What follows belongs to an exercise in optimizing a design on an open flow for small area; a production flow would make more cautious choices. The RTL of this run was laid out without a check of its function.

## flow/design.v

```verilog
module fast #(
   parameter PIXEL_DEPTH = 8,
   parameter KERNEL_SIZE = 7,
   parameter PPC = 1
) (
   input bit clk,
   input bit rst_n,
   input logic [KERNEL_SIZE*(KERNEL_SIZE+PPC-1)*PIXEL_DEPTH-1:0] in_data,
   output logic [PIXEL_DEPTH-1+5:0] out_pixel
);
logic [KERNEL_SIZE-1:0][KERNEL_SIZE-1 + (PPC-1): 0][PIXEL_DEPTH-1:0] in_win;
assign in_win = in_data;
localparam LENGTH = 16;
localparam N = 9;  
logic [PIXEL_DEPTH - 1: 0] pixel_circle[LENGTH];
logic [PIXEL_DEPTH - 1: 0] pixel_diff[LENGTH];
logic [PIXEL_DEPTH - 1 + 5: 0] pixel_score;
logic [LENGTH - 1: 0] brighter;
logic [2* LENGTH - 1: 0] brighter_brighter;  
logic [LENGTH - 1: 0] bright_bitmask;
logic [LENGTH - 1: 0] darker;
logic [2* LENGTH - 1: 0] darker_darker;  
logic [LENGTH - 1: 0] dark_bitmask;
logic is_corner;
wire [PIXEL_DEPTH-1:0] center_pixel = in_win[3][3];
always_comb begin
   pixel_circle[0] = in_win[0][3];
   pixel_circle[1] = in_win[0][4];
   pixel_circle[2] = in_win[1][5];
   pixel_circle[3] = in_win[2][6];
   pixel_circle[4] = in_win[3][6];
   pixel_circle[5] = in_win[4][6];
   pixel_circle[6] = in_win[5][5];
   pixel_circle[7] = in_win[6][4];
   pixel_circle[8] = in_win[6][3];
   pixel_circle[9] = in_win[6][2];
   pixel_circle[10] = in_win[5][1];
   pixel_circle[11] = in_win[4][0];
   pixel_circle[12] = in_win[3][0];
   pixel_circle[13] = in_win[2][0];
   pixel_circle[14] = in_win[1][1];
   pixel_circle[15] = in_win[0][2];
end
always_comb begin
   pixel_score = 0;
   for(int i = 0; i < LENGTH; i++) begin
      brighter[i] = center_pixel > pixel_circle[i];
      darker[i] = center_pixel <= pixel_circle[i];
      pixel_diff[i] = (center_pixel > pixel_circle[i]) ? 
         (center_pixel - pixel_circle[i]) : (pixel_circle[i] - center_pixel);
      pixel_score += pixel_diff[i];
   end
end
assign brighter_brighter = {brighter, brighter};
assign darker_darker = {darker, darker};
always_comb begin
   for(int i = 0; i < LENGTH; i++) begin
      bright_bitmask[i] = &brighter_brighter[i +: N];
      dark_bitmask[i] = &darker_darker[i +: N];
   end
   is_corner = (|bright_bitmask) | (|dark_bitmask);
end
always_ff @(posedge clk) begin
   if(~rst_n) begin
      out_pixel <= '0;
   end else begin
      out_pixel <= is_corner ? pixel_score : '0;
   end
end
endmodule
```

## flow/run.sh

```bash
#!/bin/bash
# synth_recipe.tcl (not shown) runs the flow's synth.tcl, then flattens the netlist and writes it again
# the make line also repeats each setting of config.mk as NAME=value (left out here)
make -C /OpenROAD-flow-scripts/flow DESIGN_CONFIG=/design/flow/config.mk WORK_HOME=/design/flow/orfs CLKGATE_MAP_FILE= SYNTH_SCRIPT=/design/flow/synth_recipe.tcl finish
```

## flow/config.mk

```make
export PLATFORM = sky130hd
export DESIGN_NAME = fast
export DESIGN_NICKNAME = fast
export VERILOG_FILES = /design/flow/design.v
export SDC_FILE = /design/flow/constraint.sdc
export NUM_CORES = 4
export LEC_CHECK = 0
export CAP_MARGIN = 20
export CORE_MARGIN = 2
export CORE_UTILIZATION = 40
export SLEW_MARGIN = 20
```

## flow/constraint.sdc

```tcl
create_clock -name core_clock -period 12.0 [get_ports {clk}]
set_input_delay 2.4000 -clock core_clock [delete_from_list [all_inputs] [get_ports {clk}]]
set_output_delay 2.4000 -clock core_clock [all_outputs]
set_load 0.01 [all_outputs]
```

==> summary.txt <==
outcome no timing/DRC/antenna violations; cts repair resizes 0; Largest Register out_pixel; synth warn 3; Nets 2534; sequential element share of the synthesized area 0.01975; Post-Synth Simple-Gate Area 0.1051; biggest regs out_pixel x13; initial DRC count 784; post-synthesis xor/xnor area fraction 0.06579; gpl congestion 0.9297; hold crit path type input pin to flip-flop; Total GRT Usage 0.2354; register area 260.3 um2; clock slew at reported path FFs around 0.050 ns; # Post-CTS Setup Buffers 0; # DRC 0; vias post-DR 11410; layout cells sized above 1 0.05696; CP max stage cell o22ai_1; hold endpoint out_pixel[10]; clk root buf clkbuf_16; WS Path Type input pin to flip-flop; Overflow after GRT 0; CTS tree done; clock period minus worst slack 11.06 ns; top cell type's share of synthesized area 0.2478; Least-Margin Pin Slew 0.9748 ns; fraction of registers with async set/reset 0; clock sink total 13; fin crit share 0.9214; die height 185.5 um; hold path startpoint rst_n; Yosys reg bits 13; hpwl dp 34.01 mm; Synth Area in Adders 0.4604; I/O pin total 407; htree depth 1; vias in the first global route 11300; post-synthesis mux area share 0.07490; Filler cells 3192; Syn Nets ~2400; CP startpoint kind input pin; complex-gate fraction of the synthesized area 0.1733; crit end category flip-flop; antenna diode count 0; cell area after layout roughly 15000 um2; # setup viols final 0; Area Overhead vs Synth 17.50%; Fmax 0.09044 GHz; Initial Utilization 0.4061; syn_area_per_cell 8.352 um2; Netlist cell types 63; routed vias/inst 5.233; EDFF count, synth 0; total CTS buffers 3; maxcap violations 0; Die Wd 185.5 um; final core occ 0.4772; core area 32450 um2; largest family of logic cells by synthesized area adder cells; Gate Count Post-Synth roughly 1600; row count between 60 and 70; delay-heaviest family, CP adder cells; prevailing post-synth register cell dfxtp_1; unrepaired setup endpoints after global routing false; CP bufs+invs 7; initial antenna violation count 0; synthesized area roughly 13000 um2; clk buf depth 2; Synth area leader ha_1; final WL 39.78 mm; largest net degree at the start of global routing 19; Area contributors post-synth ha_1, fa_1, inv_1; final hold violation count 0; crit-path max cell delay 0.76 ns; Setup TNS 0 ns; drt first pass iters 5; antenna viol nets, final 0; Die Area between 30000 and 40000 um2; Slew headroom 0.3501; hold depth 4; Max Slew Vio Count 0; crit-path max FO 10; first-pass GRT wire length 61.63 mm; WP data required 12.14 ns; area of the multi-input gates 11600 um2; Port Buf Inserts 150; Avg WL per Cell 18.25 um; Post-CTS Hold Buffers 0; CP most frequent cell fa_1; top-count cell post-synth inv_1; max reg flops 13; WP data arrival 11.19 ns; Commonest cells post-synth inv_1, ha_1, fa_1, a21oi_1, nand2_1; placed inst area 15410 um2
[metal layers]
layer / vias up / wire length (um) / GRT usage
met1: 5422 / 18020 / 0.3200
met2: 303 / 18920 / 0.4064
met3: 50 / 2043 / 0.02485
met5: - / 0 / 0
li1: 5632 / - / -
met4: 0 / 795 / 0.04254
[tightest hold or removal path, cell delays in order]
cell	delay, ns
clkdlybuf4s50_1	0.40
inv_1	0.15
a41oi_2	0.14
and2_1	0.16
[final cells by class]
cell class,instances,share of cell area
clock buffer,4,0.005090
timing repair buffer,190,0.1180
multi-input combinational,1220,0.7491
sequential,13,0.01681
tap,442,0.03571
inverter,311,0.07538
[placed cells by master, fill, tap and decap left out, types with 20 or more instances in the layout]
cell type,Yosys,routed
a21o_1,35,35
a21oi_1,102,102
and2_1,24,24
buf_4,0,38
clkdlybuf4s50_1,0,150
fa_1,140,140
ha_1,261,261
inv_1,311,310
mux2_2,29,29
mux2i_1,66,66
nand2_1,94,94
nand4_1,30,30
nor2_1,48,48
nor2b_1,20,20
o21ai_0,68,68
xnor2_1,60,60
xor2_1,39,39
[metrics by stage]
stage / hold slack (ns) / setup WS, ns / cells
2_1_floorplan: 2.654 / 1.351 / 1578
3_3_place_gp: 3.138 / 0.6623 / 2176
3_5_place_dp: 3.135 / 0.6215 / 2176
4_1_cts: 3.063 / 0.8527 / 2180
5_1_grt: 3.080 / 0.4544 / 2180
6_report: 3.064 / 0.9428 / 2180
[worst max-delay path by stage]
stage                       startpoint            end  slack [ns]  depth (start not counted)
after CTS                 in_data[192]  out_pixel[11]        0.85                         28
after floorplan           in_data[193]  out_pixel[11]        1.35                         28
after global placement    in_data[192]  out_pixel[11]        0.66                         28
after detailed placement  in_data[192]  out_pixel[11]        0.62                         28
final                     in_data[192]  out_pixel[11]        0.94                         28
after global routing      in_data[192]  out_pixel[11]        0.45                         29
[kinds of logic after synthesis]
group	after synthesis
and+or+nand+nor	276
muxes	95
adders and majority gates	401
xor gates and xnor gates	99
DFF	13
buffers and inverters	345
AOI/OAI and AO/OA	349

-- separate check: timing with driven ports --
In the flow no input, the clock included, has a driving cell. The finished layout below was timed again as built, in two steps.
Step 1 assumes that a clkbuf_16 drives the clock port and a buf_2 every other input.
Step 2, shift: input delay + t, output delay - t, t = (earliest + latest rising clock arrival at the registers) / 2. This alone moves slack from input paths to output paths.
Slacks: ideal / step 1 / step 2; pairs: ideal / step 1.
t (ns): 0.279
slack for setup (ns): 0.943 / 0.953 / 0.674
worst setup path after step 2: input to register
latest minus earliest clock arrival (ns): 0.002 / 0.002
worst data-port slew with drivers (ns): 0.05
After both steps setup and hold are still met in this run. The setup slack of this run moves by +0.010 ns with the drivers and by -0.269 ns with both steps.
